Source: an optimization exercise on an open RTL-to-GDS flow (aim: small area and a short achievable clock period). Production flows keep margins and buffers that such runs may drop.
Function was checked by simulation only, so behaviour that the tests miss may differ from the original.

==> design.v <==
module rs_xor2(input wire a, input wire b, output wire y);
    assign y = a ^ b;
endmodule
module rs_fbg(input wire x, input wire p, output wire y);
    assign y = ~(x & ~p);
endmodule
module rs_xnor2(input wire a, input wire b, output wire y);
    assign y = ~(a ^ b);
endmodule
module rs_inv(input wire a, output wire y);
    assign y = ~a;
endmodule
module rs_nand2(input wire a, input wire b, output wire y);
    assign y = ~(a & b);
endmodule
module reed_solomon_top(
    input  wire       clk,
    input  wire       rst_n,
    input  wire [7:0] data_in,
    output wire [7:0] code_out
);
    reg  [7:0] st;
    reg        po, dn;
    reg  [4:0] pz;    
    wire       at222 = (st == 8'h84);    
    wire       at254 = (st == 8'h80);    
    always @(posedge clk or negedge rst_n) begin
        if (!rst_n) begin
            st <= 8'h01;
            pz <= {5{1'b0}};
            po <= 1'b0;
            dn <= 1'b1;
        end else begin
            st <= {st[6:0], st[7] ^ st[5] ^ st[4] ^ st[3]};
            pz[0] <= at222 | (pz[0] & ~at254);
            pz[1] <= at222 | (pz[1] & ~at254);
            pz[2] <= at222 | (pz[2] & ~at254);
            pz[3] <= at222 | (pz[3] & ~at254);
            pz[4] <= at222 | (pz[4] & ~at254);
            po <= at222 | (po & ~at254);
            dn <= ~at222 & (dn | at254);
        end
    end
    reg  [255:0] rem;
    wire [255:0] nxt;
    wire [7:0] x;
    rs_xor2 fx0 (.a(data_in[0]), .b(rem[248]), .y(x[0]));
    wire fbn0_0;
    rs_fbg f0_0 (.x(x[0]), .p(pz[0]), .y(fbn0_0));
    wire fbn0_1;
    rs_fbg f0_1 (.x(x[0]), .p(pz[1]), .y(fbn0_1));
    wire fbn0_2;
    rs_fbg f0_2 (.x(x[0]), .p(pz[2]), .y(fbn0_2));
    wire fbn0_3;
    rs_fbg f0_3 (.x(x[0]), .p(pz[3]), .y(fbn0_3));
    wire fbn0_4;
    rs_fbg f0_4 (.x(x[0]), .p(pz[4]), .y(fbn0_4));
    wire fbn0_5;
    rs_fbg f0_5 (.x(x[0]), .p(pz[0]), .y(fbn0_5));
    rs_xor2 fx1 (.a(data_in[1]), .b(rem[249]), .y(x[1]));
    wire fbn1_0;
    rs_fbg f1_0 (.x(x[1]), .p(pz[1]), .y(fbn1_0));
    wire fbn1_1;
    rs_fbg f1_1 (.x(x[1]), .p(pz[2]), .y(fbn1_1));
    wire fbn1_2;
    rs_fbg f1_2 (.x(x[1]), .p(pz[3]), .y(fbn1_2));
    wire fbn1_3;
    rs_fbg f1_3 (.x(x[1]), .p(pz[4]), .y(fbn1_3));
    rs_xor2 fx2 (.a(data_in[2]), .b(rem[250]), .y(x[2]));
    wire fbn2_0;
    rs_fbg f2_0 (.x(x[2]), .p(pz[0]), .y(fbn2_0));
    wire fbn2_1;
    rs_fbg f2_1 (.x(x[2]), .p(pz[1]), .y(fbn2_1));
    wire fbn2_2;
    rs_fbg f2_2 (.x(x[2]), .p(pz[2]), .y(fbn2_2));
    wire fbn2_3;
    rs_fbg f2_3 (.x(x[2]), .p(pz[3]), .y(fbn2_3));
    rs_xor2 fx3 (.a(data_in[3]), .b(rem[251]), .y(x[3]));
    wire fbn3_0;
    rs_fbg f3_0 (.x(x[3]), .p(pz[4]), .y(fbn3_0));
    wire fbn3_1;
    rs_fbg f3_1 (.x(x[3]), .p(pz[0]), .y(fbn3_1));
    wire fbn3_2;
    rs_fbg f3_2 (.x(x[3]), .p(pz[1]), .y(fbn3_2));
    rs_xor2 fx4 (.a(data_in[4]), .b(rem[252]), .y(x[4]));
    wire fbn4_0;
    rs_fbg f4_0 (.x(x[4]), .p(pz[2]), .y(fbn4_0));
    wire fbn4_1;
    rs_fbg f4_1 (.x(x[4]), .p(pz[3]), .y(fbn4_1));
    rs_xor2 fx5 (.a(data_in[5]), .b(rem[253]), .y(x[5]));
    wire fbn5_0;
    rs_fbg f5_0 (.x(x[5]), .p(pz[4]), .y(fbn5_0));
    wire fbn5_1;
    rs_fbg f5_1 (.x(x[5]), .p(pz[0]), .y(fbn5_1));
    rs_xor2 fx6 (.a(data_in[6]), .b(rem[254]), .y(x[6]));
    wire fbn6_0;
    rs_fbg f6_0 (.x(x[6]), .p(pz[1]), .y(fbn6_0));
    wire fbn6_1;
    rs_fbg f6_1 (.x(x[6]), .p(pz[2]), .y(fbn6_1));
    rs_xor2 fx7 (.a(data_in[7]), .b(rem[255]), .y(x[7]));
    wire fbn7_0;
    rs_fbg f7_0 (.x(x[7]), .p(pz[3]), .y(fbn7_0));
    wire fbn7_1;
    rs_fbg f7_1 (.x(x[7]), .p(pz[4]), .y(fbn7_1));
    wire p03_0;
    wire p03_1;
    wire p03_2;
    wire p05_0;
    wire p05_1;
    wire p06_0;
    wire p06_1;
    wire p09_0;
    wire p09_1;
    wire p0a_0;
    wire p0a_1;
    wire p0c_0;
    wire p0c_1;
    wire p11_0;
    wire p12_0;
    wire p14_0;
    wire p18_0;
    wire p22_0;
    wire p30_0;
    wire p30_1;
    wire p42_0;
    wire p44_0;
    wire p48_0;
    wire p48_1;
    wire p50_0;
    wire p50_1;
    wire p60_0;
    wire p60_1;
    wire p60_2;
    wire p81_0;
    wire p82_0;
    wire p84_0;
    wire p84_1;
    wire p90_0;
    wire p90_1;
    wire pa0_0;
    wire pa0_1;
    wire p0b_0;
    wire p0e_0;
    wire p13_0;
    wire p16_0;
    wire p1b_0;
    wire p1c_0;
    wire p1d_0;
    wire p23_0;
    wire p25_0;
    wire p26_0;
    wire p27_0;
    wire p29_0;
    wire p2a_0;
    wire p2c_0;
    wire p2e_0;
    wire p31_0;
    wire p32_0;
    wire p35_0;
    wire p36_0;
    wire p38_0;
    wire p3a_0;
    wire p45_0;
    wire p47_0;
    wire p4a_0;
    wire p4c_0;
    wire p4d_0;
    wire p4e_0;
    wire p51_0;
    wire p53_0;
    wire p54_0;
    wire p55_0;
    wire p58_0;
    wire p59_0;
    wire p5a_0;
    wire p5c_0;
    wire p61_0;
    wire p62_0;
    wire p63_0;
    wire p65_0;
    wire p6a_0;
    wire p6c_0;
    wire p6c_1;
    wire p70_0;
    wire p71_0;
    wire p72_0;
    wire p74_0;
    wire p74_1;
    wire p83_0;
    wire p85_0;
    wire p89_0;
    wire p8b_0;
    wire p8d_0;
    wire p8e_0;
    wire p91_0;
    wire p93_0;
    wire p95_0;
    wire p98_0;
    wire p99_0;
    wire pa1_0;
    wire pa2_0;
    wire pa3_0;
    wire pa5_0;
    wire pa8_0;
    wire pa9_0;
    wire paa_0;
    wire paa_1;
    wire pb0_0;
    wire pb1_0;
    wire pc1_0;
    wire pc2_0;
    wire pc3_0;
    wire pc6_0;
    wire pca_0;
    wire pd1_0;
    wire pd2_0;
    wire pd4_0;
    wire pd8_0;
    wire pe1_0;
    wire pe1_1;
    wire pe2_0;
    wire pf0_0;
    rs_xor2 x_p03_0 (.a(fbn0_0), .b(fbn1_0), .y(p03_0));
    rs_xor2 x_p03_1 (.a(fbn0_1), .b(fbn1_1), .y(p03_1));
    rs_xor2 x_p03_2 (.a(fbn0_2), .b(fbn1_2), .y(p03_2));
    rs_xor2 x_p05_0 (.a(fbn0_3), .b(fbn2_0), .y(p05_0));
    rs_xor2 x_p05_1 (.a(fbn0_4), .b(fbn2_1), .y(p05_1));
    rs_xor2 x_p06_0 (.a(fbn1_3), .b(fbn2_2), .y(p06_0));
    rs_xor2 x_p06_1 (.a(fbn1_0), .b(fbn2_3), .y(p06_1));
    rs_xor2 x_p09_0 (.a(fbn0_5), .b(fbn3_0), .y(p09_0));
    rs_xor2 x_p09_1 (.a(fbn0_0), .b(fbn3_1), .y(p09_1));
    rs_xor2 x_p0a_0 (.a(fbn1_1), .b(fbn3_2), .y(p0a_0));
    rs_xor2 x_p0a_1 (.a(fbn1_2), .b(fbn3_0), .y(p0a_1));
    rs_xor2 x_p0c_0 (.a(fbn2_0), .b(fbn3_1), .y(p0c_0));
    rs_xor2 x_p0c_1 (.a(fbn2_1), .b(fbn3_2), .y(p0c_1));
    rs_xor2 x_p11_0 (.a(fbn0_1), .b(fbn4_0), .y(p11_0));
    rs_xor2 x_p12_0 (.a(fbn1_3), .b(fbn4_1), .y(p12_0));
    rs_xor2 x_p14_0 (.a(fbn2_2), .b(fbn4_0), .y(p14_0));
    rs_xor2 x_p18_0 (.a(fbn3_0), .b(fbn4_1), .y(p18_0));
    rs_xor2 x_p22_0 (.a(fbn1_0), .b(fbn5_0), .y(p22_0));
    rs_xor2 x_p30_0 (.a(fbn4_0), .b(fbn5_1), .y(p30_0));
    rs_xor2 x_p30_1 (.a(fbn4_1), .b(fbn5_0), .y(p30_1));
    rs_xor2 x_p42_0 (.a(fbn1_1), .b(fbn6_0), .y(p42_0));
    rs_xor2 x_p44_0 (.a(fbn2_3), .b(fbn6_1), .y(p44_0));
    rs_xor2 x_p48_0 (.a(fbn3_1), .b(fbn6_0), .y(p48_0));
    rs_xor2 x_p48_1 (.a(fbn3_2), .b(fbn6_1), .y(p48_1));
    rs_xor2 x_p50_0 (.a(fbn4_0), .b(fbn6_0), .y(p50_0));
    rs_xor2 x_p50_1 (.a(fbn4_1), .b(fbn6_1), .y(p50_1));
    rs_xor2 x_p60_0 (.a(fbn5_1), .b(fbn6_0), .y(p60_0));
    rs_xor2 x_p60_1 (.a(fbn5_0), .b(fbn6_1), .y(p60_1));
    rs_xor2 x_p60_2 (.a(fbn5_1), .b(fbn6_0), .y(p60_2));
    rs_xor2 x_p81_0 (.a(fbn0_2), .b(fbn7_0), .y(p81_0));
    rs_xor2 x_p82_0 (.a(fbn1_2), .b(fbn7_1), .y(p82_0));
    rs_xor2 x_p84_0 (.a(fbn2_0), .b(fbn7_0), .y(p84_0));
    rs_xor2 x_p84_1 (.a(fbn2_1), .b(fbn7_1), .y(p84_1));
    rs_xor2 x_p90_0 (.a(fbn4_0), .b(fbn7_0), .y(p90_0));
    rs_xor2 x_p90_1 (.a(fbn4_1), .b(fbn7_1), .y(p90_1));
    rs_xor2 x_pa0_0 (.a(fbn5_0), .b(fbn7_0), .y(pa0_0));
    rs_xor2 x_pa0_1 (.a(fbn5_1), .b(fbn7_1), .y(pa0_1));
    rs_xor2 x_p0b_0 (.a(p0a_0), .b(fbn0_3), .y(p0b_0));
    rs_xor2 x_p0e_0 (.a(p0c_0), .b(fbn1_3), .y(p0e_0));
    rs_xor2 x_p13_0 (.a(p12_0), .b(fbn0_4), .y(p13_0));
    rs_xor2 x_p16_0 (.a(p14_0), .b(fbn1_0), .y(p16_0));
    rs_xor2 x_p1b_0 (.a(p03_0), .b(p18_0), .y(p1b_0));
    rs_xor2 x_p1c_0 (.a(p18_0), .b(fbn2_2), .y(p1c_0));
    rs_xor2 x_p1d_0 (.a(p05_0), .b(p18_0), .y(p1d_0));
    rs_xor2 x_p23_0 (.a(p22_0), .b(fbn0_5), .y(p23_0));
    rs_xor2 x_p25_0 (.a(p05_1), .b(fbn5_0), .y(p25_0));
    rs_xor2 x_p26_0 (.a(p22_0), .b(fbn2_3), .y(p26_0));
    rs_xor2 x_p27_0 (.a(p05_0), .b(p22_0), .y(p27_0));
    rs_xor2 x_p29_0 (.a(p09_0), .b(fbn5_1), .y(p29_0));
    rs_xor2 x_p2a_0 (.a(p22_0), .b(fbn3_0), .y(p2a_0));
    rs_xor2 x_p2c_0 (.a(p0c_1), .b(fbn5_0), .y(p2c_0));
    rs_xor2 x_p2e_0 (.a(p22_0), .b(p0c_0), .y(p2e_0));
    rs_xor2 x_p31_0 (.a(p30_0), .b(fbn0_0), .y(p31_0));
    rs_xor2 x_p32_0 (.a(p30_1), .b(fbn1_1), .y(p32_0));
    rs_xor2 x_p35_0 (.a(p05_1), .b(p30_0), .y(p35_0));
    rs_xor2 x_p36_0 (.a(p06_0), .b(p30_1), .y(p36_0));
    rs_xor2 x_p38_0 (.a(p30_0), .b(fbn3_1), .y(p38_0));
    rs_xor2 x_p3a_0 (.a(p0a_1), .b(p30_1), .y(p3a_0));
    rs_xor2 x_p45_0 (.a(p44_0), .b(fbn0_1), .y(p45_0));
    rs_xor2 x_p47_0 (.a(p03_1), .b(p44_0), .y(p47_0));
    rs_xor2 x_p4a_0 (.a(p48_0), .b(fbn1_2), .y(p4a_0));
    rs_xor2 x_p4c_0 (.a(p48_1), .b(fbn2_0), .y(p4c_0));
    rs_xor2 x_p4d_0 (.a(p05_0), .b(p48_0), .y(p4d_0));
    rs_xor2 x_p4e_0 (.a(p06_1), .b(p48_1), .y(p4e_0));
    rs_xor2 x_p51_0 (.a(p50_0), .b(fbn0_2), .y(p51_0));
    rs_xor2 x_p53_0 (.a(p03_2), .b(p50_1), .y(p53_0));
    rs_xor2 x_p54_0 (.a(p50_0), .b(fbn2_1), .y(p54_0));
    rs_xor2 x_p55_0 (.a(p05_1), .b(p50_1), .y(p55_0));
    rs_xor2 x_p58_0 (.a(p50_0), .b(fbn3_2), .y(p58_0));
    rs_xor2 x_p59_0 (.a(p09_1), .b(p50_1), .y(p59_0));
    rs_xor2 x_p5a_0 (.a(p0a_0), .b(p50_0), .y(p5a_0));
    rs_xor2 x_p5c_0 (.a(p0c_1), .b(p50_1), .y(p5c_0));
    rs_xor2 x_p61_0 (.a(p60_0), .b(fbn0_3), .y(p61_0));
    rs_xor2 x_p62_0 (.a(p60_1), .b(fbn1_3), .y(p62_0));
    rs_xor2 x_p63_0 (.a(p03_0), .b(p60_2), .y(p63_0));
    rs_xor2 x_p65_0 (.a(p05_0), .b(p60_0), .y(p65_0));
    rs_xor2 x_p6a_0 (.a(p0a_1), .b(p60_1), .y(p6a_0));
    rs_xor2 x_p6c_0 (.a(p0c_0), .b(p60_2), .y(p6c_0));
    rs_xor2 x_p6c_1 (.a(p0c_1), .b(p60_0), .y(p6c_1));
    rs_xor2 x_p70_0 (.a(p60_1), .b(fbn4_0), .y(p70_0));
    rs_xor2 x_p71_0 (.a(p11_0), .b(p60_2), .y(p71_0));
    rs_xor2 x_p72_0 (.a(p12_0), .b(p60_0), .y(p72_0));
    rs_xor2 x_p74_0 (.a(p14_0), .b(p60_1), .y(p74_0));
    rs_xor2 x_p74_1 (.a(p14_0), .b(p60_2), .y(p74_1));
    rs_xor2 x_p83_0 (.a(p82_0), .b(fbn0_4), .y(p83_0));
    rs_xor2 x_p85_0 (.a(p84_0), .b(fbn0_5), .y(p85_0));
    rs_xor2 x_p89_0 (.a(p81_0), .b(fbn3_0), .y(p89_0));
    rs_xor2 x_p8b_0 (.a(p09_0), .b(p82_0), .y(p8b_0));
    rs_xor2 x_p8d_0 (.a(p09_1), .b(p84_1), .y(p8d_0));
    rs_xor2 x_p8e_0 (.a(p0a_0), .b(p84_0), .y(p8e_0));
    rs_xor2 x_p91_0 (.a(p90_0), .b(fbn0_0), .y(p91_0));
    rs_xor2 x_p93_0 (.a(p03_1), .b(p90_1), .y(p93_0));
    rs_xor2 x_p95_0 (.a(p05_1), .b(p90_0), .y(p95_0));
    rs_xor2 x_p98_0 (.a(p90_1), .b(fbn3_1), .y(p98_0));
    rs_xor2 x_p99_0 (.a(p09_0), .b(p90_0), .y(p99_0));
    rs_xor2 x_pa1_0 (.a(pa0_0), .b(fbn0_1), .y(pa1_0));
    rs_xor2 x_pa2_0 (.a(pa0_1), .b(fbn1_0), .y(pa2_0));
    rs_xor2 x_pa3_0 (.a(p03_2), .b(pa0_0), .y(pa3_0));
    rs_xor2 x_pa5_0 (.a(p05_0), .b(pa0_1), .y(pa5_0));
    rs_xor2 x_pa8_0 (.a(pa0_0), .b(fbn3_2), .y(pa8_0));
    rs_xor2 x_pa9_0 (.a(p09_1), .b(pa0_1), .y(pa9_0));
    rs_xor2 x_paa_0 (.a(p0a_1), .b(pa0_0), .y(paa_0));
    rs_xor2 x_paa_1 (.a(p0a_0), .b(pa0_1), .y(paa_1));
    rs_xor2 x_pb0_0 (.a(pa0_0), .b(fbn4_1), .y(pb0_0));
    rs_xor2 x_pb1_0 (.a(p11_0), .b(pa0_1), .y(pb1_0));
    rs_xor2 x_pc1_0 (.a(p81_0), .b(fbn6_1), .y(pc1_0));
    rs_xor2 x_pc2_0 (.a(p82_0), .b(fbn6_0), .y(pc2_0));
    rs_xor2 x_pc3_0 (.a(p81_0), .b(p42_0), .y(pc3_0));
    rs_xor2 x_pc6_0 (.a(p42_0), .b(p84_1), .y(pc6_0));
    rs_xor2 x_pca_0 (.a(p82_0), .b(p48_0), .y(pca_0));
    rs_xor2 x_pd1_0 (.a(p81_0), .b(p50_0), .y(pd1_0));
    rs_xor2 x_pd2_0 (.a(p42_0), .b(p90_1), .y(pd2_0));
    rs_xor2 x_pd4_0 (.a(p44_0), .b(p90_0), .y(pd4_0));
    rs_xor2 x_pd8_0 (.a(p48_1), .b(p90_1), .y(pd8_0));
    rs_xor2 x_pe1_0 (.a(p81_0), .b(p60_0), .y(pe1_0));
    rs_xor2 x_pe1_1 (.a(p81_0), .b(p60_1), .y(pe1_1));
    rs_xor2 x_pe2_0 (.a(p42_0), .b(pa0_0), .y(pe2_0));
    rs_xor2 x_pf0_0 (.a(p50_1), .b(pa0_1), .y(pf0_0));
    rs_xnor2 a_0 (.a(fbn3_0), .b(pe1_0), .y(nxt[0]));
    assign nxt[1] = pd2_0;
    assign nxt[2] = p4d_0;
    rs_xnor2 a_3 (.a(fbn0_2), .b(p72_0), .y(nxt[3]));
    rs_inv a_4 (.a(p0e_0), .y(nxt[4]));
    assign nxt[5] = p1d_0;
    assign nxt[6] = p3a_0;
    assign nxt[7] = p74_0;
    rs_xnor2 a_8 (.a(rem[0]), .b(p16_0), .y(nxt[8]));
    rs_xnor2 a_9 (.a(rem[1]), .b(p2c_0), .y(nxt[9]));
    rs_xor2 a_10 (.a(rem[2]), .b(p4e_0), .y(nxt[10]));
    rs_xor2 a_11 (.a(rem[3]), .b(p8b_0), .y(nxt[11]));
    rs_xnor2 a_12 (.a(rem[4]), .b(fbn0_3), .y(nxt[12]));
    rs_xnor2 a_13 (.a(rem[5]), .b(fbn1_1), .y(nxt[13]));
    rs_xor2 a_14 (.a(rem[6]), .b(p05_1), .y(nxt[14]));
    rs_xnor2 a_15 (.a(rem[7]), .b(p0b_0), .y(nxt[15]));
    wire t_16;
    rs_xor2 b_16 (.a(rem[8]), .b(fbn0_4), .y(t_16));
    rs_xnor2 a_16 (.a(t_16), .b(p4e_0), .y(nxt[16]));
    wire t_17;
    rs_xor2 b_17 (.a(rem[9]), .b(p06_0), .y(t_17));
    rs_xor2 a_17 (.a(t_17), .b(p99_0), .y(nxt[17]));
    rs_xor2 a_18 (.a(rem[10]), .b(p71_0), .y(nxt[18]));
    wire t_19;
    rs_xor2 b_19 (.a(rem[11]), .b(fbn2_2), .y(t_19));
    rs_xnor2 a_19 (.a(t_19), .b(pa9_0), .y(nxt[19]));
    rs_xor2 a_20 (.a(rem[12]), .b(p14_0), .y(nxt[20]));
    rs_xnor2 a_21 (.a(rem[13]), .b(p29_0), .y(nxt[21]));
    rs_xor2 a_22 (.a(rem[14]), .b(p53_0), .y(nxt[22]));
    wire t_23;
    rs_xor2 b_23 (.a(rem[15]), .b(fbn1_2), .y(t_23));
    rs_xnor2 a_23 (.a(t_23), .b(pa5_0), .y(nxt[23]));
    rs_xor2 a_24 (.a(rem[16]), .b(p30_0), .y(nxt[24]));
    rs_xor2 a_25 (.a(rem[17]), .b(p60_2), .y(nxt[25]));
    rs_xor2 a_26 (.a(rem[18]), .b(pf0_0), .y(nxt[26]));
    rs_xor2 a_27 (.a(rem[19]), .b(pd1_0), .y(nxt[27]));
    rs_xor2 a_28 (.a(rem[20]), .b(p93_0), .y(nxt[28]));
    rs_xnor2 a_29 (.a(rem[21]), .b(p26_0), .y(nxt[29]));
    rs_xnor2 a_30 (.a(rem[22]), .b(p4c_0), .y(nxt[30]));
    rs_xnor2 a_31 (.a(rem[23]), .b(p98_0), .y(nxt[31]));
    wire t_32, u_32;
    rs_xor2 c_32 (.a(rem[24]), .b(fbn6_1), .y(u_32));
    rs_xor2 b_32 (.a(u_32), .b(p84_0), .y(t_32));
    rs_xnor2 a_32 (.a(t_32), .b(p1b_0), .y(nxt[32]));
    wire t_33;
    rs_xor2 b_33 (.a(rem[25]), .b(p14_0), .y(t_33));
    rs_xor2 a_33 (.a(t_33), .b(paa_0), .y(nxt[33]));
    rs_xor2 a_34 (.a(rem[26]), .b(pa3_0), .y(nxt[34]));
    rs_xor2 a_35 (.a(rem[27]), .b(p99_0), .y(nxt[35]));
    wire t_36;
    rs_xor2 b_36 (.a(rem[28]), .b(p0c_0), .y(t_36));
    rs_xor2 a_36 (.a(t_36), .b(pe1_1), .y(nxt[36]));
    wire t_37;
    rs_xor2 b_37 (.a(rem[29]), .b(p03_0), .y(t_37));
    rs_xor2 a_37 (.a(t_37), .b(pd8_0), .y(nxt[37]));
    wire t_38;
    rs_xor2 b_38 (.a(rem[30]), .b(p06_1), .y(t_38));
    rs_xor2 a_38 (.a(t_38), .b(pb1_0), .y(nxt[38]));
    wire t_39;
    rs_xor2 b_39 (.a(rem[31]), .b(p03_1), .y(t_39));
    rs_xor2 a_39 (.a(t_39), .b(p6c_0), .y(nxt[39]));
    rs_xor2 a_40 (.a(rem[32]), .b(p6c_1), .y(nxt[40]));
    rs_xor2 a_41 (.a(rem[33]), .b(pd8_0), .y(nxt[41]));
    wire t_42;
    rs_xor2 b_42 (.a(rem[34]), .b(fbn2_3), .y(t_42));
    rs_xnor2 a_42 (.a(t_42), .b(pd8_0), .y(nxt[42]));
    wire t_43;
    rs_xor2 b_43 (.a(rem[35]), .b(fbn0_5), .y(t_43));
    rs_xnor2 a_43 (.a(t_43), .b(pd4_0), .y(nxt[43]));
    rs_xor2 a_44 (.a(rem[36]), .b(pc6_0), .y(nxt[44]));
    rs_xor2 a_45 (.a(rem[37]), .b(p8d_0), .y(nxt[45]));
    rs_xor2 a_46 (.a(rem[38]), .b(p1b_0), .y(nxt[46]));
    rs_xor2 a_47 (.a(rem[39]), .b(p36_0), .y(nxt[47]));
    rs_xor2 a_48 (.a(rem[40]), .b(pb1_0), .y(nxt[48]));
    rs_xor2 a_49 (.a(rem[41]), .b(p63_0), .y(nxt[49]));
    wire t_50;
    rs_xor2 b_50 (.a(rem[42]), .b(fbn1_3), .y(t_50));
    rs_xnor2 a_50 (.a(t_50), .b(p74_1), .y(nxt[50]));
    wire t_51;
    rs_xor2 b_51 (.a(rem[43]), .b(fbn0_0), .y(t_51));
    rs_xnor2 a_51 (.a(t_51), .b(p5c_0), .y(nxt[51]));
    rs_xnor2 a_52 (.a(rem[44]), .b(p0b_0), .y(nxt[52]));
    rs_xnor2 a_53 (.a(rem[45]), .b(p16_0), .y(nxt[53]));
    rs_xnor2 a_54 (.a(rem[46]), .b(p2c_0), .y(nxt[54]));
    rs_xnor2 a_55 (.a(rem[47]), .b(p58_0), .y(nxt[55]));
    rs_xnor2 a_56 (.a(rem[48]), .b(pa8_0), .y(nxt[56]));
    rs_xor2 a_57 (.a(rem[49]), .b(p50_0), .y(nxt[57]));
    rs_xnor2 a_58 (.a(rem[50]), .b(fbn3_1), .y(nxt[58]));
    wire t_59;
    rs_xor2 b_59 (.a(rem[51]), .b(fbn3_2), .y(t_59));
    rs_xnor2 a_59 (.a(t_59), .b(pb1_0), .y(nxt[59]));
    wire t_60;
    rs_xor2 b_60 (.a(rem[52]), .b(fbn1_0), .y(t_60));
    rs_xnor2 a_60 (.a(t_60), .b(pd8_0), .y(nxt[60]));
    wire t_61;
    rs_xor2 b_61 (.a(rem[53]), .b(fbn2_0), .y(t_61));
    rs_xnor2 a_61 (.a(t_61), .b(pb1_0), .y(nxt[61]));
    rs_xor2 a_62 (.a(rem[54]), .b(p6a_0), .y(nxt[62]));
    rs_xor2 a_63 (.a(rem[55]), .b(pd4_0), .y(nxt[63]));
    wire t_64;
    rs_xor2 b_64 (.a(rem[56]), .b(p0c_1), .y(t_64));
    rs_xor2 a_64 (.a(t_64), .b(pe1_0), .y(nxt[64]));
    wire t_65;
    rs_xor2 b_65 (.a(rem[57]), .b(p03_2), .y(t_65));
    rs_xor2 a_65 (.a(t_65), .b(pd8_0), .y(nxt[65]));
    rs_xor2 a_66 (.a(rem[58]), .b(p5a_0), .y(nxt[66]));
    rs_xor2 a_67 (.a(rem[59]), .b(p59_0), .y(nxt[67]));
    wire t_68;
    rs_xor2 b_68 (.a(rem[60]), .b(fbn1_1), .y(t_68));
    rs_xnor2 a_68 (.a(t_68), .b(p5c_0), .y(nxt[68]));
    wire t_69;
    rs_xor2 b_69 (.a(rem[61]), .b(p0c_0), .y(t_69));
    rs_xor2 a_69 (.a(t_69), .b(pb1_0), .y(nxt[69]));
    wire t_70;
    rs_xor2 b_70 (.a(rem[62]), .b(p09_0), .y(t_70));
    rs_xor2 a_70 (.a(t_70), .b(p72_0), .y(nxt[70]));
    wire t_71;
    rs_xor2 b_71 (.a(rem[63]), .b(p06_0), .y(t_71));
    rs_xor2 a_71 (.a(t_71), .b(pf0_0), .y(nxt[71]));
    rs_xor2 a_72 (.a(rem[64]), .b(p18_0), .y(nxt[72]));
    rs_xnor2 a_73 (.a(rem[65]), .b(p31_0), .y(nxt[73]));
    wire t_74;
    rs_xor2 b_74 (.a(rem[66]), .b(fbn3_0), .y(t_74));
    rs_xnor2 a_74 (.a(t_74), .b(p72_0), .y(nxt[74]));
    wire t_75;
    rs_xor2 b_75 (.a(rem[67]), .b(fbn7_0), .y(t_75));
    rs_xnor2 a_75 (.a(t_75), .b(p6c_0), .y(nxt[75]));
    rs_xnor2 a_76 (.a(rem[68]), .b(pc1_0), .y(nxt[76]));
    rs_xnor2 a_77 (.a(rem[69]), .b(p83_0), .y(nxt[77]));
    rs_xor2 a_78 (.a(rem[70]), .b(p06_1), .y(nxt[78]));
    rs_xor2 a_79 (.a(rem[71]), .b(p0c_1), .y(nxt[79]));
    wire t_80;
    rs_xor2 b_80 (.a(rem[72]), .b(p09_1), .y(t_80));
    rs_xor2 a_80 (.a(t_80), .b(pe2_0), .y(nxt[80]));
    wire t_81;
    rs_xor2 b_81 (.a(rem[73]), .b(p03_0), .y(t_81));
    rs_xor2 a_81 (.a(t_81), .b(pd4_0), .y(nxt[81]));
    rs_xor2 a_82 (.a(rem[74]), .b(p44_0), .y(nxt[82]));
    rs_xnor2 a_83 (.a(rem[75]), .b(p62_0), .y(nxt[83]));
    rs_xor2 a_84 (.a(rem[76]), .b(p2e_0), .y(nxt[84]));
    wire t_85;
    rs_xor2 b_85 (.a(rem[77]), .b(fbn0_1), .y(t_85));
    rs_xnor2 a_85 (.a(t_85), .b(p5c_0), .y(nxt[85]));
    wire t_86;
    rs_xor2 b_86 (.a(rem[78]), .b(fbn4_0), .y(t_86));
    rs_xnor2 a_86 (.a(t_86), .b(paa_1), .y(nxt[86]));
    wire t_87;
    rs_xor2 b_87 (.a(rem[79]), .b(fbn0_2), .y(t_87));
    rs_xnor2 a_87 (.a(t_87), .b(p74_0), .y(nxt[87]));
    wire t_88;
    rs_xor2 b_88 (.a(rem[80]), .b(fbn7_1), .y(t_88));
    rs_xnor2 a_88 (.a(t_88), .b(p36_0), .y(nxt[88]));
    wire t_89;
    rs_xor2 b_89 (.a(rem[81]), .b(fbn0_3), .y(t_89));
    rs_xnor2 a_89 (.a(t_89), .b(p6c_1), .y(nxt[89]));
    rs_xor2 a_90 (.a(rem[82]), .b(p6c_0), .y(nxt[90]));
    wire t_91;
    rs_xor2 b_91 (.a(rem[83]), .b(fbn1_2), .y(t_91));
    rs_xnor2 a_91 (.a(t_91), .b(p6c_1), .y(nxt[91]));
    wire t_92;
    rs_xor2 b_92 (.a(rem[84]), .b(fbn0_4), .y(t_92));
    rs_xnor2 a_92 (.a(t_92), .b(p6a_0), .y(nxt[92]));
    wire t_93;
    rs_xor2 b_93 (.a(rem[85]), .b(fbn1_3), .y(t_93));
    rs_xnor2 a_93 (.a(t_93), .b(pd4_0), .y(nxt[93]));
    wire t_94;
    rs_xor2 b_94 (.a(rem[86]), .b(fbn2_1), .y(t_94));
    rs_xnor2 a_94 (.a(t_94), .b(pa9_0), .y(nxt[94]));
    wire t_95;
    rs_xor2 b_95 (.a(rem[87]), .b(fbn0_5), .y(t_95));
    rs_xnor2 a_95 (.a(t_95), .b(p5a_0), .y(nxt[95]));
    wire t_96;
    rs_xor2 b_96 (.a(rem[88]), .b(fbn0_0), .y(t_96));
    rs_xnor2 a_96 (.a(t_96), .b(p2e_0), .y(nxt[96]));
    wire t_97;
    rs_xor2 b_97 (.a(rem[89]), .b(p03_1), .y(t_97));
    rs_xor2 a_97 (.a(t_97), .b(p5c_0), .y(nxt[97]));
    rs_xor2 a_98 (.a(rem[90]), .b(p90_0), .y(nxt[98]));
    rs_xnor2 a_99 (.a(rem[91]), .b(p0e_0), .y(nxt[99]));
    rs_xnor2 a_100 (.a(rem[92]), .b(p32_0), .y(nxt[100]));
    rs_xor2 a_101 (.a(rem[93]), .b(p65_0), .y(nxt[101]));
    wire t_102;
    rs_xor2 b_102 (.a(rem[94]), .b(fbn0_1), .y(t_102));
    rs_xnor2 a_102 (.a(t_102), .b(pca_0), .y(nxt[102]));
    wire t_103;
    rs_xor2 b_103 (.a(rem[95]), .b(fbn1_0), .y(t_103));
    rs_xnor2 a_103 (.a(t_103), .b(p95_0), .y(nxt[103]));
    rs_xor2 a_104 (.a(rem[96]), .b(p22_0), .y(nxt[104]));
    rs_xnor2 a_105 (.a(rem[97]), .b(p45_0), .y(nxt[105]));
    rs_xor2 a_106 (.a(rem[98]), .b(pa9_0), .y(nxt[106]));
    rs_xnor2 a_107 (.a(rem[99]), .b(p70_0), .y(nxt[107]));
    rs_xnor2 a_108 (.a(rem[100]), .b(pc2_0), .y(nxt[108]));
    rs_xor2 a_109 (.a(rem[101]), .b(p84_1), .y(nxt[109]));
    rs_xnor2 a_110 (.a(rem[102]), .b(fbn3_1), .y(nxt[110]));
    rs_xor2 a_111 (.a(rem[103]), .b(p11_0), .y(nxt[111]));
    wire t_112;
    rs_xor2 b_112 (.a(rem[104]), .b(fbn2_2), .y(t_112));
    rs_xnor2 a_112 (.a(t_112), .b(paa_0), .y(nxt[112]));
    rs_xor2 a_113 (.a(rem[105]), .b(p5c_0), .y(nxt[113]));
    rs_xnor2 a_114 (.a(rem[106]), .b(p16_0), .y(nxt[114]));
    rs_xor2 a_115 (.a(rem[107]), .b(p82_0), .y(nxt[115]));
    rs_xor2 a_116 (.a(rem[108]), .b(paa_1), .y(nxt[116]));
    rs_xor2 a_117 (.a(rem[109]), .b(p55_0), .y(nxt[117]));
    wire t_118;
    rs_xor2 b_118 (.a(rem[110]), .b(fbn0_2), .y(t_118));
    rs_xnor2 a_118 (.a(t_118), .b(paa_0), .y(nxt[118]));
    wire t_119;
    rs_xor2 b_119 (.a(rem[111]), .b(fbn1_1), .y(t_119));
    rs_xnor2 a_119 (.a(t_119), .b(p55_0), .y(nxt[119]));
    rs_xor2 a_120 (.a(rem[112]), .b(p12_0), .y(nxt[120]));
    rs_xnor2 a_121 (.a(rem[113]), .b(p25_0), .y(nxt[121]));
    rs_xor2 a_122 (.a(rem[114]), .b(p59_0), .y(nxt[122]));
    rs_xnor2 a_123 (.a(rem[115]), .b(pa1_0), .y(nxt[123]));
    rs_xnor2 a_124 (.a(rem[116]), .b(p51_0), .y(nxt[124]));
    rs_xnor2 a_125 (.a(rem[117]), .b(pa2_0), .y(nxt[125]));
    rs_xor2 a_126 (.a(rem[118]), .b(p44_0), .y(nxt[126]));
    rs_xnor2 a_127 (.a(rem[119]), .b(p89_0), .y(nxt[127]));
    wire t_128;
    rs_xor2 b_128 (.a(rem[120]), .b(fbn2_3), .y(t_128));
    rs_xnor2 a_128 (.a(t_128), .b(p99_0), .y(nxt[128]));
    wire t_129;
    rs_xor2 b_129 (.a(rem[121]), .b(fbn0_3), .y(t_129));
    rs_xnor2 a_129 (.a(t_129), .b(p3a_0), .y(nxt[129]));
    wire t_130;
    rs_xor2 b_130 (.a(rem[122]), .b(p09_0), .y(t_130));
    rs_xor2 a_130 (.a(t_130), .b(pe2_0), .y(nxt[130]));
    rs_xnor2 a_131 (.a(rem[123]), .b(p4a_0), .y(nxt[131]));
    rs_xor2 a_132 (.a(rem[124]), .b(p09_1), .y(nxt[132]));
    rs_xnor2 a_133 (.a(rem[125]), .b(p13_0), .y(nxt[133]));
    rs_xor2 a_134 (.a(rem[126]), .b(p27_0), .y(nxt[134]));
    rs_xor2 a_135 (.a(rem[127]), .b(p4e_0), .y(nxt[135]));
    rs_xnor2 a_136 (.a(rem[128]), .b(p61_0), .y(nxt[136]));
    rs_xnor2 a_137 (.a(rem[129]), .b(pc2_0), .y(nxt[137]));
    wire t_138;
    rs_xor2 b_138 (.a(rem[130]), .b(fbn2_0), .y(t_138));
    rs_xnor2 a_138 (.a(t_138), .b(pe1_1), .y(nxt[138]));
    wire t_139;
    rs_xor2 b_139 (.a(rem[131]), .b(fbn0_4), .y(t_139));
    rs_xnor2 a_139 (.a(t_139), .b(paa_1), .y(nxt[139]));
    rs_xor2 a_140 (.a(rem[132]), .b(p36_0), .y(nxt[140]));
    rs_xor2 a_141 (.a(rem[133]), .b(p6c_0), .y(nxt[141]));
    rs_xor2 a_142 (.a(rem[134]), .b(pd8_0), .y(nxt[142]));
    rs_xnor2 a_143 (.a(rem[135]), .b(pb0_0), .y(nxt[143]));
    rs_xor2 a_144 (.a(rem[136]), .b(p12_0), .y(nxt[144]));
    rs_xnor2 a_145 (.a(rem[137]), .b(p25_0), .y(nxt[145]));
    rs_xor2 a_146 (.a(rem[138]), .b(p59_0), .y(nxt[146]));
    rs_xnor2 a_147 (.a(rem[139]), .b(pa1_0), .y(nxt[147]));
    rs_xnor2 a_148 (.a(rem[140]), .b(p51_0), .y(nxt[148]));
    rs_xnor2 a_149 (.a(rem[141]), .b(pa2_0), .y(nxt[149]));
    rs_xor2 a_150 (.a(rem[142]), .b(p44_0), .y(nxt[150]));
    rs_xnor2 a_151 (.a(rem[143]), .b(p89_0), .y(nxt[151]));
    rs_xnor2 a_152 (.a(rem[144]), .b(fbn0_5), .y(nxt[152]));
    rs_xnor2 a_153 (.a(rem[145]), .b(fbn1_2), .y(nxt[153]));
    rs_xnor2 a_154 (.a(rem[146]), .b(fbn2_1), .y(nxt[154]));
    rs_xnor2 a_155 (.a(rem[147]), .b(fbn3_2), .y(nxt[155]));
    rs_xnor2 a_156 (.a(rem[148]), .b(fbn4_1), .y(nxt[156]));
    rs_xnor2 a_157 (.a(rem[149]), .b(fbn5_1), .y(nxt[157]));
    rs_xnor2 a_158 (.a(rem[150]), .b(fbn6_0), .y(nxt[158]));
    rs_xnor2 a_159 (.a(rem[151]), .b(fbn7_0), .y(nxt[159]));
    rs_xor2 a_160 (.a(rem[152]), .b(p4e_0), .y(nxt[160]));
    wire t_161;
    rs_xor2 b_161 (.a(rem[153]), .b(fbn2_2), .y(t_161));
    rs_xnor2 a_161 (.a(t_161), .b(p99_0), .y(nxt[161]));
    wire t_162;
    rs_xor2 b_162 (.a(rem[154]), .b(fbn0_0), .y(t_162));
    rs_xnor2 a_162 (.a(t_162), .b(p74_1), .y(nxt[162]));
    rs_xor2 a_163 (.a(rem[155]), .b(pa5_0), .y(nxt[163]));
    rs_xnor2 a_164 (.a(rem[156]), .b(fbn2_3), .y(nxt[164]));
    rs_xor2 a_165 (.a(rem[157]), .b(p09_0), .y(nxt[165]));
    rs_xnor2 a_166 (.a(rem[158]), .b(p13_0), .y(nxt[166]));
    rs_xor2 a_167 (.a(rem[159]), .b(p27_0), .y(nxt[167]));
    rs_xnor2 a_168 (.a(rem[160]), .b(p2a_0), .y(nxt[168]));
    rs_xnor2 a_169 (.a(rem[161]), .b(p54_0), .y(nxt[169]));
    rs_xnor2 a_170 (.a(rem[162]), .b(p83_0), .y(nxt[170]));
    rs_xnor2 a_171 (.a(rem[163]), .b(p2c_0), .y(nxt[171]));
    rs_xor2 a_172 (.a(rem[164]), .b(p72_0), .y(nxt[172]));
    wire t_173;
    rs_xor2 b_173 (.a(rem[165]), .b(fbn2_0), .y(t_173));
    rs_xnor2 a_173 (.a(t_173), .b(pe1_0), .y(nxt[173]));
    rs_xor2 a_174 (.a(rem[166]), .b(pca_0), .y(nxt[174]));
    rs_xor2 a_175 (.a(rem[167]), .b(p95_0), .y(nxt[175]));
    rs_xnor2 a_176 (.a(rem[168]), .b(p54_0), .y(nxt[176]));
    rs_xor2 a_177 (.a(rem[169]), .b(pa9_0), .y(nxt[177]));
    rs_xor2 a_178 (.a(rem[170]), .b(p06_0), .y(nxt[178]));
    rs_xnor2 a_179 (.a(rem[171]), .b(p58_0), .y(nxt[179]));
    wire t_180;
    rs_xor2 b_180 (.a(rem[172]), .b(fbn2_1), .y(t_180));
    rs_xnor2 a_180 (.a(t_180), .b(pe1_1), .y(nxt[180]));
    rs_xor2 a_181 (.a(rem[173]), .b(pca_0), .y(nxt[181]));
    rs_xor2 a_182 (.a(rem[174]), .b(p95_0), .y(nxt[182]));
    rs_xnor2 a_183 (.a(rem[175]), .b(p2a_0), .y(nxt[183]));
    rs_xnor2 a_184 (.a(rem[176]), .b(p29_0), .y(nxt[184]));
    rs_xor2 a_185 (.a(rem[177]), .b(p53_0), .y(nxt[185]));
    rs_xor2 a_186 (.a(rem[178]), .b(p8e_0), .y(nxt[186]));
    rs_xor2 a_187 (.a(rem[179]), .b(p35_0), .y(nxt[187]));
    rs_xor2 a_188 (.a(rem[180]), .b(p42_0), .y(nxt[188]));
    rs_xnor2 a_189 (.a(rem[181]), .b(p85_0), .y(nxt[189]));
    rs_xor2 a_190 (.a(rem[182]), .b(p0a_1), .y(nxt[190]));
    rs_xor2 a_191 (.a(rem[183]), .b(p14_0), .y(nxt[191]));
    rs_xor2 a_192 (.a(rem[184]), .b(pe1_0), .y(nxt[192]));
    rs_xor2 a_193 (.a(rem[185]), .b(pc3_0), .y(nxt[193]));
    wire t_194;
    rs_xor2 b_194 (.a(rem[186]), .b(fbn1_3), .y(t_194));
    rs_xnor2 a_194 (.a(t_194), .b(p65_0), .y(nxt[194]));
    wire t_195;
    rs_xor2 b_195 (.a(rem[187]), .b(fbn0_1), .y(t_195));
    rs_xnor2 a_195 (.a(t_195), .b(p2e_0), .y(nxt[195]));
    wire t_196;
    rs_xor2 b_196 (.a(rem[188]), .b(p14_0), .y(t_196));
    rs_xor2 a_196 (.a(t_196), .b(paa_0), .y(nxt[196]));
    wire t_197;
    rs_xor2 b_197 (.a(rem[189]), .b(fbn3_0), .y(t_197));
    rs_xnor2 a_197 (.a(t_197), .b(p74_0), .y(nxt[197]));
    wire t_198;
    rs_xor2 b_198 (.a(rem[190]), .b(fbn3_1), .y(t_198));
    rs_xnor2 a_198 (.a(t_198), .b(pf0_0), .y(nxt[198]));
    rs_xor2 a_199 (.a(rem[191]), .b(pf0_0), .y(nxt[199]));
    rs_xor2 a_200 (.a(rem[192]), .b(p8e_0), .y(nxt[200]));
    rs_xnor2 a_201 (.a(rem[193]), .b(p1c_0), .y(nxt[201]));
    wire t_202;
    rs_xor2 b_202 (.a(rem[194]), .b(fbn7_1), .y(t_202));
    rs_xnor2 a_202 (.a(t_202), .b(p36_0), .y(nxt[202]));
    wire t_203;
    rs_xor2 b_203 (.a(rem[195]), .b(fbn0_2), .y(t_203));
    rs_xnor2 a_203 (.a(t_203), .b(pe2_0), .y(nxt[203]));
    rs_xor2 a_204 (.a(rem[196]), .b(p48_0), .y(nxt[204]));
    rs_xnor2 a_205 (.a(rem[197]), .b(p91_0), .y(nxt[205]));
    rs_xnor2 a_206 (.a(rem[198]), .b(p23_0), .y(nxt[206]));
    rs_xor2 a_207 (.a(rem[199]), .b(p47_0), .y(nxt[207]));
    wire t_208;
    rs_xor2 b_208 (.a(rem[200]), .b(p0a_0), .y(t_208));
    rs_xor2 a_208 (.a(t_208), .b(p74_1), .y(nxt[208]));
    wire t_209, u_209;
    rs_xor2 c_209 (.a(rem[201]), .b(fbn7_0), .y(u_209));
    rs_xor2 b_209 (.a(u_209), .b(p60_0), .y(t_209));
    rs_xnor2 a_209 (.a(t_209), .b(p1d_0), .y(nxt[209]));
    rs_xnor2 a_210 (.a(rem[202]), .b(p85_0), .y(nxt[210]));
    rs_xor2 a_211 (.a(rem[203]), .b(p74_0), .y(nxt[211]));
    wire t_212;
    rs_xor2 b_212 (.a(rem[204]), .b(fbn1_0), .y(t_212));
    rs_xnor2 a_212 (.a(t_212), .b(p95_0), .y(nxt[212]));
    wire t_213;
    rs_xor2 b_213 (.a(rem[205]), .b(fbn0_3), .y(t_213));
    rs_xnor2 a_213 (.a(t_213), .b(p2e_0), .y(nxt[213]));
    wire t_214;
    rs_xor2 b_214 (.a(rem[206]), .b(p03_2), .y(t_214));
    rs_xor2 a_214 (.a(t_214), .b(p5c_0), .y(nxt[214]));
    wire t_215, u_215;
    rs_xor2 c_215 (.a(rem[207]), .b(fbn5_0), .y(u_215));
    rs_xor2 b_215 (.a(u_215), .b(p84_0), .y(t_215));
    rs_xnor2 a_215 (.a(t_215), .b(p1b_0), .y(nxt[215]));
    rs_xnor2 a_216 (.a(rem[208]), .b(fbn1_1), .y(nxt[216]));
    rs_xor2 a_217 (.a(rem[209]), .b(p05_0), .y(nxt[217]));
    rs_xor2 a_218 (.a(rem[210]), .b(p09_1), .y(nxt[218]));
    rs_xor2 a_219 (.a(rem[211]), .b(p11_0), .y(nxt[219]));
    rs_xnor2 a_220 (.a(rem[212]), .b(fbn5_1), .y(nxt[220]));
    rs_xnor2 a_221 (.a(rem[213]), .b(fbn6_1), .y(nxt[221]));
    rs_xnor2 a_222 (.a(rem[214]), .b(fbn7_1), .y(nxt[222]));
    rs_xnor2 a_223 (.a(rem[215]), .b(fbn0_4), .y(nxt[223]));
    rs_xor2 a_224 (.a(rem[216]), .b(p18_0), .y(nxt[224]));
    rs_xnor2 a_225 (.a(rem[217]), .b(p31_0), .y(nxt[225]));
    wire t_226;
    rs_xor2 b_226 (.a(rem[218]), .b(fbn3_2), .y(t_226));
    rs_xnor2 a_226 (.a(t_226), .b(p72_0), .y(nxt[226]));
    wire t_227;
    rs_xor2 b_227 (.a(rem[219]), .b(fbn7_0), .y(t_227));
    rs_xnor2 a_227 (.a(t_227), .b(p6c_1), .y(nxt[227]));
    rs_xnor2 a_228 (.a(rem[220]), .b(pc1_0), .y(nxt[228]));
    rs_xnor2 a_229 (.a(rem[221]), .b(p83_0), .y(nxt[229]));
    rs_xor2 a_230 (.a(rem[222]), .b(p06_1), .y(nxt[230]));
    rs_xor2 a_231 (.a(rem[223]), .b(p0c_0), .y(nxt[231]));
    rs_xor2 a_232 (.a(rem[224]), .b(p1b_0), .y(nxt[232]));
    rs_xor2 a_233 (.a(rem[225]), .b(p36_0), .y(nxt[233]));
    wire t_234;
    rs_xor2 b_234 (.a(rem[226]), .b(p03_0), .y(t_234));
    rs_xor2 a_234 (.a(t_234), .b(p74_1), .y(nxt[234]));
    wire t_235;
    rs_xor2 b_235 (.a(rem[227]), .b(p05_1), .y(t_235));
    rs_xor2 a_235 (.a(t_235), .b(pf0_0), .y(nxt[235]));
    wire t_236;
    rs_xor2 b_236 (.a(rem[228]), .b(fbn0_5), .y(t_236));
    rs_xnor2 a_236 (.a(t_236), .b(pf0_0), .y(nxt[236]));
    wire t_237;
    rs_xor2 b_237 (.a(rem[229]), .b(fbn0_0), .y(t_237));
    rs_xnor2 a_237 (.a(t_237), .b(pe2_0), .y(nxt[237]));
    rs_xor2 a_238 (.a(rem[230]), .b(pc6_0), .y(nxt[238]));
    rs_xor2 a_239 (.a(rem[231]), .b(p8d_0), .y(nxt[239]));
    rs_xor2 a_240 (.a(rem[232]), .b(p71_0), .y(nxt[240]));
    rs_xor2 a_241 (.a(rem[233]), .b(pe2_0), .y(nxt[241]));
    wire t_242;
    rs_xor2 b_242 (.a(rem[234]), .b(fbn2_2), .y(t_242));
    rs_xnor2 a_242 (.a(t_242), .b(pb1_0), .y(nxt[242]));
    rs_xor2 a_243 (.a(rem[235]), .b(p1b_0), .y(nxt[243]));
    rs_xor2 a_244 (.a(rem[236]), .b(p47_0), .y(nxt[244]));
    rs_xor2 a_245 (.a(rem[237]), .b(p8e_0), .y(nxt[245]));
    rs_xnor2 a_246 (.a(rem[238]), .b(p1c_0), .y(nxt[246]));
    rs_xnor2 a_247 (.a(rem[239]), .b(p38_0), .y(nxt[247]));
    rs_xor2 a_248 (.a(rem[240]), .b(p8e_0), .y(nxt[248]));
    rs_xnor2 a_249 (.a(rem[241]), .b(p1c_0), .y(nxt[249]));
    wire t_250;
    rs_xor2 b_250 (.a(rem[242]), .b(fbn7_1), .y(t_250));
    rs_xnor2 a_250 (.a(t_250), .b(p36_0), .y(nxt[250]));
    wire t_251;
    rs_xor2 b_251 (.a(rem[243]), .b(fbn0_1), .y(t_251));
    rs_xnor2 a_251 (.a(t_251), .b(pe2_0), .y(nxt[251]));
    rs_xor2 a_252 (.a(rem[244]), .b(p48_1), .y(nxt[252]));
    rs_xnor2 a_253 (.a(rem[245]), .b(p91_0), .y(nxt[253]));
    rs_xnor2 a_254 (.a(rem[246]), .b(p23_0), .y(nxt[254]));
    rs_xor2 a_255 (.a(rem[247]), .b(p47_0), .y(nxt[255]));
    always @(posedge clk or negedge rst_n) begin
        if (!rst_n) rem <= 256'd0;
        else        rem <= nxt;
    end
    wire [7:0] sd, sr;
    genvar g;
    generate for (g = 0; g < 8; g = g + 1) begin : omux
        rs_nand2 nd (.a(data_in[g]), .b(dn), .y(sd[g]));
        rs_nand2 nr (.a(rem[248+g]), .b(po), .y(sr[g]));
        rs_nand2 no (.a(sd[g]), .b(sr[g]), .y(code_out[g]));
    end endgenerate
endmodule
==> flow/run.sh <==
#!/bin/bash
set -euo pipefail
CTS="-sink_clustering_enable -repair_clock_nets -sink_clustering_size 24 -sink_clustering_max_diameter 100 -dont_use_dummy_load"
DU="sky130_fd_sc_hd__probe_p_8 sky130_fd_sc_hd__probec_p_8 sky130_fd_sc_hd__lpflow_bleeder_1 sky130_fd_sc_hd__lpflow_clkbufkapwr_1 sky130_fd_sc_hd__lpflow_clkbufkapwr_16 sky130_fd_sc_hd__lpflow_clkbufkapwr_2 sky130_fd_sc_hd__lpflow_clkbufkapwr_4 sky130_fd_sc_hd__lpflow_clkbufkapwr_8 sky130_fd_sc_hd__lpflow_clkinvkapwr_1 sky130_fd_sc_hd__lpflow_clkinvkapwr_16 sky130_fd_sc_hd__lpflow_clkinvkapwr_2 sky130_fd_sc_hd__lpflow_clkinvkapwr_4 sky130_fd_sc_hd__lpflow_clkinvkapwr_8 sky130_fd_sc_hd__lpflow_decapkapwr_12 sky130_fd_sc_hd__lpflow_decapkapwr_3 sky130_fd_sc_hd__lpflow_decapkapwr_4 sky130_fd_sc_hd__lpflow_decapkapwr_6 sky130_fd_sc_hd__lpflow_decapkapwr_8 sky130_fd_sc_hd__lpflow_inputiso0n_1 sky130_fd_sc_hd__lpflow_inputiso0p_1 sky130_fd_sc_hd__lpflow_inputiso1n_1 sky130_fd_sc_hd__lpflow_inputiso1p_1 sky130_fd_sc_hd__lpflow_inputisolatch_1 sky130_fd_sc_hd__lpflow_isobufsrc_1 sky130_fd_sc_hd__lpflow_isobufsrc_16 sky130_fd_sc_hd__lpflow_isobufsrc_2 sky130_fd_sc_hd__lpflow_isobufsrc_4 sky130_fd_sc_hd__lpflow_isobufsrc_8 sky130_fd_sc_hd__lpflow_isobufsrckapwr_16 sky130_fd_sc_hd__lpflow_lsbuf_lh_hl_isowell_tap_1 sky130_fd_sc_hd__lpflow_lsbuf_lh_hl_isowell_tap_2 sky130_fd_sc_hd__lpflow_lsbuf_lh_hl_isowell_tap_4 sky130_fd_sc_hd__lpflow_lsbuf_lh_isowell_4 sky130_fd_sc_hd__lpflow_lsbuf_lh_isowell_tap_1 sky130_fd_sc_hd__lpflow_lsbuf_lh_isowell_tap_2 sky130_fd_sc_hd__lpflow_lsbuf_lh_isowell_tap_4 sky130_fd_sc_hd__xor2_4 sky130_fd_sc_hd__xnor2_4"
bash standard.sh "BUFFER_PORTS_ARGS=-buffer_cell sky130_fd_sc_hd__buf_2" "CTS_ARGS=$CTS" "DONT_USE_CELLS=$DU" finish > standard.log 2>&1
==> standard.sh <==
#!/bin/bash
# synth_recipe.tcl (not shown) runs the flow's synth.tcl, then flattens the netlist and writes it again
# the make line also repeats each setting of config.mk as NAME=value (left out here)
make -C /OpenROAD-flow-scripts/flow DESIGN_CONFIG=/design/flow/config.mk WORK_HOME=/design/flow/orfs CLKGATE_MAP_FILE= SYNTH_SCRIPT=/design/flow/synth_recipe.tcl "${@:-finish}"
==> config.mk <==
export PLATFORM = sky130hd
export DESIGN_NAME = reed_solomon_top
export DESIGN_NICKNAME = reed_solomon_top
export VERILOG_FILES = /design/flow/design.v
export SDC_FILE = /design/flow/constraint.sdc
export NUM_CORES = 4
export LEC_CHECK = 0
export CAP_MARGIN = 10
export CORE_MARGIN = 2
export CORE_UTILIZATION = 40
export CTS_CLUSTER_DIAMETER = 100
export CTS_CLUSTER_SIZE = 24
export SETUP_SLACK_MARGIN = 1.8
export SLEW_MARGIN = 10
export SYNTH_HIERARCHICAL = 1
export SYNTH_MINIMUM_KEEP_SIZE = 0
==> constraint.sdc <==
create_clock -name core_clock -period 4.0 [get_ports {clk}]
set_input_delay 0.8000 -clock core_clock [delete_from_list [all_inputs] [get_ports {clk}]]
set_output_delay 0.8000 -clock core_clock [all_outputs]
set_load 0.01 [all_outputs]
==> results of run 1 <==
cells by family (layout without fill, tap and decap cells):
logic type                after synthesis  in the layout  share of synthesized area [%]
muxes                                   7              7                          0.895
xor gates and xnor gates              457            457                           35.8
and+or+nand+nor                        52             52                           2.56
buffers and inverters                   2            136                         0.0672
DFF                                   271            271                           60.7
flip-flops by register name, summed over array words and instances, names as in the netlist:
signal / flops
dn: 1
po: 1
st: 8
rem: 256
pz: 5
worst paths after layout:
| path | start | end | slack [ps] | cells past startpoint |
|---|---|---|---|---|
| worst max register to register | rem[248] | rem[81] | 1810 | 6 |
| min in group core_clock | rem[27] | rem[35] | 370 | 1 |
| worst max-delay path | data_in[0] | rem[81] | 1790 | 7 |
| worst min register to register | rem[27] | rem[35] | 370 | 1 |
| worst min-delay path | rst_n | st[6] | 340 | 1 |
| max in group asynchronous | rst_n | rem[135] | 2590 | 2 |
layout make-up:
type                       count  area share (%)
clock buffer                  15            2.73
inverter                       2          0.0547
multi-input combinational    516            37.3
sequential                   271            49.4
tap                          378            3.44
timing repair buffer         119            7.09
layout by cell type, fill, tap and decap left out:
cell type	instances
buf_12	9
buf_2	16
buf_4	93
buf_8	1
clkbuf_16	15
dfrtp_1	269
dfstp_2	2
inv_1	2
mux2_4	6
mux2i_1	1
nand2_1	24
nand2_4	1
nand2b_2	7
nand2b_4	18
nor3_1	1
nor4b_4	1
xnor2_1	136
xor2_1	244
xor2_2	77
per-layer routing:
metal  up-vias  track usage (%)  part of all wire [%]
met5         -                0                     0
met4         0             5.71                   2.8
met3        42             3.11                   4.5
met2       100             33.0                    47
met1      3054             30.6                    46
li1       2594                -                     -
timing repair:
action                                  CTS  global route
pin swaps                                31            14
setup buffers                            64            23
resized for setup                        12             4
endpoints found under the setup margin  178            66
gates cloned                              0             0
per-module statistics from Yosys (local to each module, per instance):
module            cells inside  flip-flops and latches
reed_solomon_top           285                     271
rs_fbg                       1                       0
rs_inv                       1                       0
rs_nand2                     1                       0
rs_xnor2                     1                       0
rs_xor2                      1                       0
==> metrics.cfg, run 1 <==
[finish]
final_util_pct=49.7
fin_nets=935
num-fill-cells=2423
final-seq-area_sq_um=6780
drive_gt1_share_pct=26.7
syn_to_final_growth_pct=22.8
antenna_cells=0
multi_input_area_sq_um=5120
final_cells=1301
final_area_sq_um=13700

[global_routing]
gr-total-overflow=0
grt_first_pass_wirelength_um=42800
grt_antenna_before_repair=0
grt_start_max_net_pins=114
grt_pass1_vias=6218
grt_use_total_pct=21.0

[synthesis]
async_reset_ff_share_pct=100
yosysTopAreaCell=dfrtp_1
synth_top_area_share_pct=60.2
yosysUniqueCellTypes=12
synth_nets=799
synth_ff_type=dfrtp_1
syn_area_per_cell_sq_um=14.2
yosysMostFrequentCell=xor2_1
syn_inst=789
synth_warnings=7
ys_seq_elements=271
netlist_area_sq_um=11200
synthTopCellsByArea=dfrtp_1 (60%), xor2_1 (25%), xnor2_1 (11%)
synth_edf_count=0
netlist_top_cells_count=xor2_1 (321), dfrtp_1 (269), xnor2_1 (136)
yosysSeqAreaShare_pct=60.7

[sta]
rsz0062_at_grt=true
tightest_slew_ps=947
skew_ps=48.9
fmax_mhz=452
final.setup.worst_slack_ps=1790
setup_viol=0
fin_crit_ps=2210
fin_tns_setup_ps=0
hold_violations=0
slew_viol_final=0
fin_crit_sh_pct=55.3
slew_headroom_pct=36.9
whs_ps=343

[placed_design]
post-dp-hpwl_um=20400
port_buffers=17
place_congestion=0.856
dp.cells=1199
dpl_worst_slack_ps=720
place_area_sq_um=12500

[routing]
ant_nets=0
vias_per_cell=4.45
vias=5790
dr.pass1.iters=4
drt_iter0_markers=359
routed_wl_um=29200
drt-wirelength-per-cell_um=22.4
route.detailed.drc=0

[run]
drv_cap=0

[critical_path]
crit_path_max_fanout=8
path_delay_family=XOR/XNOR gates
worstPathCellList=buf_2, xor2_2, buf_4, nand2b_2, xor2_2, xor2_1, xor2_1
required_ps=4420
cp_slowest_cell=xor2_1
cp-end-kind=flop
slowest_delay_ps=470
arrival_ps=2630
start_kind=input port
worstSetupPathType=input port to flop
critical_path_buf_inv_count=2

[outcome]
status=finished clean

[clocking]
path_clk_slew_ps=100
clockBufferDepth=3
worst_skew_pair.late_latency_ps=500
cts_root_buffer=clkbuf_16
cts_tree=done
numClockSinks=271
htree_levels=1
cts_hold_buf=0
cts_buffers=15

[hold_path]
hold_class=input port to asynchronous set/reset pin

[die]
num_rows=61
start_util_pct=40.5
fp.dieH_um=171
io_pins=18
core_sq_um=27600
die_width_um=171
dieArea_sq_um=29300

==> run 2: changes to the inputs <==
--- a/config.mk
+++ b/config.mk
@@ -5,12 +5,13 @@
 export SDC_FILE = /design/flow/constraint.sdc
 export NUM_CORES = 4
 export LEC_CHECK = 0
-export CAP_MARGIN = 10
+export CAP_MARGIN = 20
 export CORE_MARGIN = 2
-export CORE_UTILIZATION = 40
+export CORE_UTILIZATION = 50
 export CTS_CLUSTER_DIAMETER = 100
 export CTS_CLUSTER_SIZE = 24
+export PLACE_DENSITY = 0.8
 export SETUP_SLACK_MARGIN = 1.8
-export SLEW_MARGIN = 10
+export SLEW_MARGIN = 20
 export SYNTH_HIERARCHICAL = 1
 export SYNTH_MINIMUM_KEEP_SIZE = 0
==> metrics.cfg, run 2 <==
[die]
dieArea_sq_um=23600  ; was 29300 sq um
die_width_um=154  ; was 171 um
core_sq_um=21900  ; was 27600 sq um
start_util_pct=51.1  ; was 40.5%
num_rows=54  ; was 61
io_pins=18  ; unchanged
fp.dieH_um=154  ; was 171 um

[critical_path]
path_delay_family=flip-flops  ; was XOR/XNOR gates
cp_slowest_cell=dfstp_2  ; was xor2_1
worstSetupPathType=flop to output port  ; was input port to flop
start_kind=flop  ; was input port
worstPathCellList=buf_4, nand2_1, nand2_1, buf_2  ; was buf_2, xor2_2, buf_4, nand2b_2, xor2_2, xor2_1, xor2_1
arrival_ps=1400  ; was 2630 ps
cp-end-kind=output port  ; was flop
startpoint=dn  ; was data_in[0]
crit_path_end=code_out[6]  ; was rem[81]
crit_path_max_fanout=5  ; was 8
reg2reg_from=rem[251]  ; was rem[248]
cp.depth=4  ; was 7
r2r-end=rem[15]  ; was rem[81]
slowest_delay_ps=540  ; was 470 ps
ff2ff_path_depth=7  ; was 6
crit_top_cell=nand2_1
r2r_slack_ps=1830  ; was 1810 ps
required_ps=3200  ; was 4420 ps
critical_path_buf_inv_count=2  ; unchanged

[routing]
vias=6169  ; was 5790
ant_nets=0  ; unchanged
route.detailed.drc=0  ; unchanged
drt_iter0_markers=557  ; was 359
vias_per_cell=5.09  ; was 4.45
drt-wirelength-per-cell_um=23.1  ; was 22.4 um
dr.pass1.iters=5  ; was 4
routed_wl_um=28000  ; was 29200 um

[synthesis]
ys_seq_elements=271  ; unchanged
synth_edf_count=0  ; unchanged
synth_top_area_share_pct=60.2  ; unchanged
yosysTopAreaCell=dfrtp_1  ; unchanged
netlist_area_sq_um=11200  ; unchanged
yosysSeqAreaShare_pct=60.7  ; unchanged
netlist_top_cells_count=xor2_1 (321), dfrtp_1 (269), xnor2_1 (136)  ; unchanged
yosysUniqueCellTypes=12  ; unchanged
synth_ff_type=dfrtp_1  ; unchanged
async_reset_ff_share_pct=100  ; unchanged
synth_warnings=7  ; unchanged
synth_nets=799  ; unchanged
syn_inst=789  ; unchanged
syn_area_per_cell_sq_um=14.2  ; unchanged
synthTopCellsByArea=dfrtp_1 (60%), xor2_1 (25%), xnor2_1 (11%)  ; unchanged
yosysMostFrequentCell=xor2_1  ; unchanged

[sta]
whs_ps=320  ; was 343 ps
rsz0062_at_grt=true  ; unchanged
tightest_slew_ps=811  ; was 947 ps
setup_viol=0  ; unchanged
fin_tns_setup_ps=0  ; unchanged
fin_crit_ps=2200  ; was 2210 ps
final.setup.worst_slack_ps=1800  ; was 1790 ps
slew_viol_final=0  ; unchanged
slew_headroom_pct=45.9  ; was 36.9%
hold_violations=0  ; unchanged
fin_crit_sh_pct=55.1  ; was 55.3%
fmax_mhz=454  ; was 452 MHz
skew_ps=58.4  ; was 48.9 ps

[global_routing]
grt_pass1_vias=6620  ; was 6218
grt_antenna_before_repair=1  ; was 0
gr-total-overflow=0  ; unchanged
grt_start_max_net_pins=106  ; was 114
grt_first_pass_wirelength_um=42200  ; was 42800 um
grt_use_total_pct=24.4  ; was 21.0%

[finish]
final_area_sq_um=13600  ; was 13700 sq um
num-fill-cells=1576  ; was 2423
multi_input_area_sq_um=5080  ; was 5120 sq um
largest_reg_flops=256  ; unchanged
drive_gt1_share_pct=27.0  ; was 26.7%
syn_to_final_growth_pct=21.9  ; was 22.8%
final_cells=1213  ; was 1301
final-seq-area_sq_um=6780  ; unchanged
fin_nets=945  ; was 935
final_common_cell=dfrtp_1  ; unchanged
reg_top3=rem x256, st x8, pz x5  ; unchanged
antenna_cells=0  ; unchanged
largest_register=rem  ; unchanged
final_util_pct=62.3  ; was 49.7%
final_cell_mix=dfrtp_1 (269), xor2_1 (248), xnor2_1 (136)  ; was dfrtp_1 (269), xor2_1 (244), xnor2_1 (136)

[placed_design]
place_area_sq_um=12400  ; was 12500 sq um
place_congestion=0.892  ; was 0.856
post-dp-hpwl_um=18700  ; was 20400 um
dpl_worst_slack_ps=865  ; was 720 ps
port_buffers=17  ; unchanged
dp.cells=1098  ; was 1199

[clocking]
clockBufferDepth=3  ; unchanged
cts_hold_buf=0  ; unchanged
numClockSinks=271  ; unchanged
cts_root_buffer=clkbuf_16  ; unchanged
path_clk_slew_ps=100  ; about the same
cts_buffers=15  ; unchanged
htree_levels=1  ; unchanged
cts_tree=done  ; unchanged
worst_skew_pair.late_latency_ps=500  ; about the same

[outcome]
status=finished clean  ; unchanged

[run]
drv_cap=0  ; unchanged

[hold_path]
hold_class=input port to asynchronous set/reset pin  ; unchanged

[run 2: modules after synthesis, one instance, submodules excluded]
module            copies in the design  cell area, sq um
rs_xnor2                           134              8.76
rs_xor2                            320              8.76
reed_solomon_top                     1              6950
rs_fbg                              25              6.26
rs_nand2                            24              3.75
rs_inv                               1              3.75
[run 2: final cells by class]
class,instances,share of cell area (%)
flip-flops and latches,271,49.8
multi-input cells,516,37.3
repair buffers,129,7.54
clock buffers,15,2.75
well taps,280,2.57
inverters,2,0.0551
[run 2: layer usage]
metal | routed length (um) | part of all wire (%) | vias up | GRT usage [%]
met5 | 0 | 0 | - | 0
met4 | 1070 | 3.8 | 0 | 7.51
met3 | 2200 | 7.9 | 72 | 5.72
met2 | 13100 | 47 | 263 | 38.0
met1 | 11600 | 42 | 3211 | 34.7
li1 | - | - | 2623 | -
[run 2: repair_timing]
| item | 4_1_cts | 5_1_grt |
|---|---|---|
| pin swaps | 33 | 11 |
| gates resized for setup | 6 | 8 |
| endpoints found under the setup margin | 173 | 83 |
| setup buffers | 81 | 19 |
[run 2: kinds of logic after synthesis]
family | after synthesis | synth area share, %
AND/OR/NAND/NOR | 52 | 2.56
buffers and inverters | 2 | 0.0672
flip-flops | 271 | 60.7
multiplexers | 7 | 0.895
XOR/XNOR | 457 | 35.8
[run 2: worst min path at each step]
stage | slack, ps | cells after the start | endpoint | from
after floorplan | 350 | 0 | st[7] | st[6]
after global placement | 360 | 0 | st[7] | st[6]
after detailed placement | 370 | 0 | st[7] | st[6]
after CTS | 380 | 1 | pz[0] | rst_n
after global routing | 380 | 1 | st[4] | rst_n
final | 320 | 1 | rem[67] | rst_n

==> what the ideal ports hide <==
How much do the figures lean on ideal ports? The routed layouts below were timed once more, with nothing changed but the port constraints.
Step 1, drivers: a clkbuf_16 drives clk and a buf_2 each remaining input, both assumed.
Step 2 moves the port delays by t, midway between the first and last clock arrival at a register: inputs arrive t later, outputs are due t later. That takes back most of the time a late clock gives input paths.
a / b / c = ideal / step 1 / step 2; a / b = the first two.
| run | t (ns) | slack for setup (ns) | latest minus earliest clock arrival (ns) | worst register clock-pin slew, ns | pins driven straight from the clock port |
|---|---|---|---|---|---|
| run 1 | 0.528 | 1.789 / 1.769 / 1.294 | 0.049 / 0.049 | 0.10 / 0.10 | 1 |
| run 2 | 0.518 | 1.797 / 1.753 / 1.322 | 0.061 / 0.061 | 0.10 / 0.10 | 1 |
After both steps setup and hold are still met in every run listed. The setup slack of run 1, which loses most, moves by -0.020 ns with the drivers and by -0.495 ns with both steps.
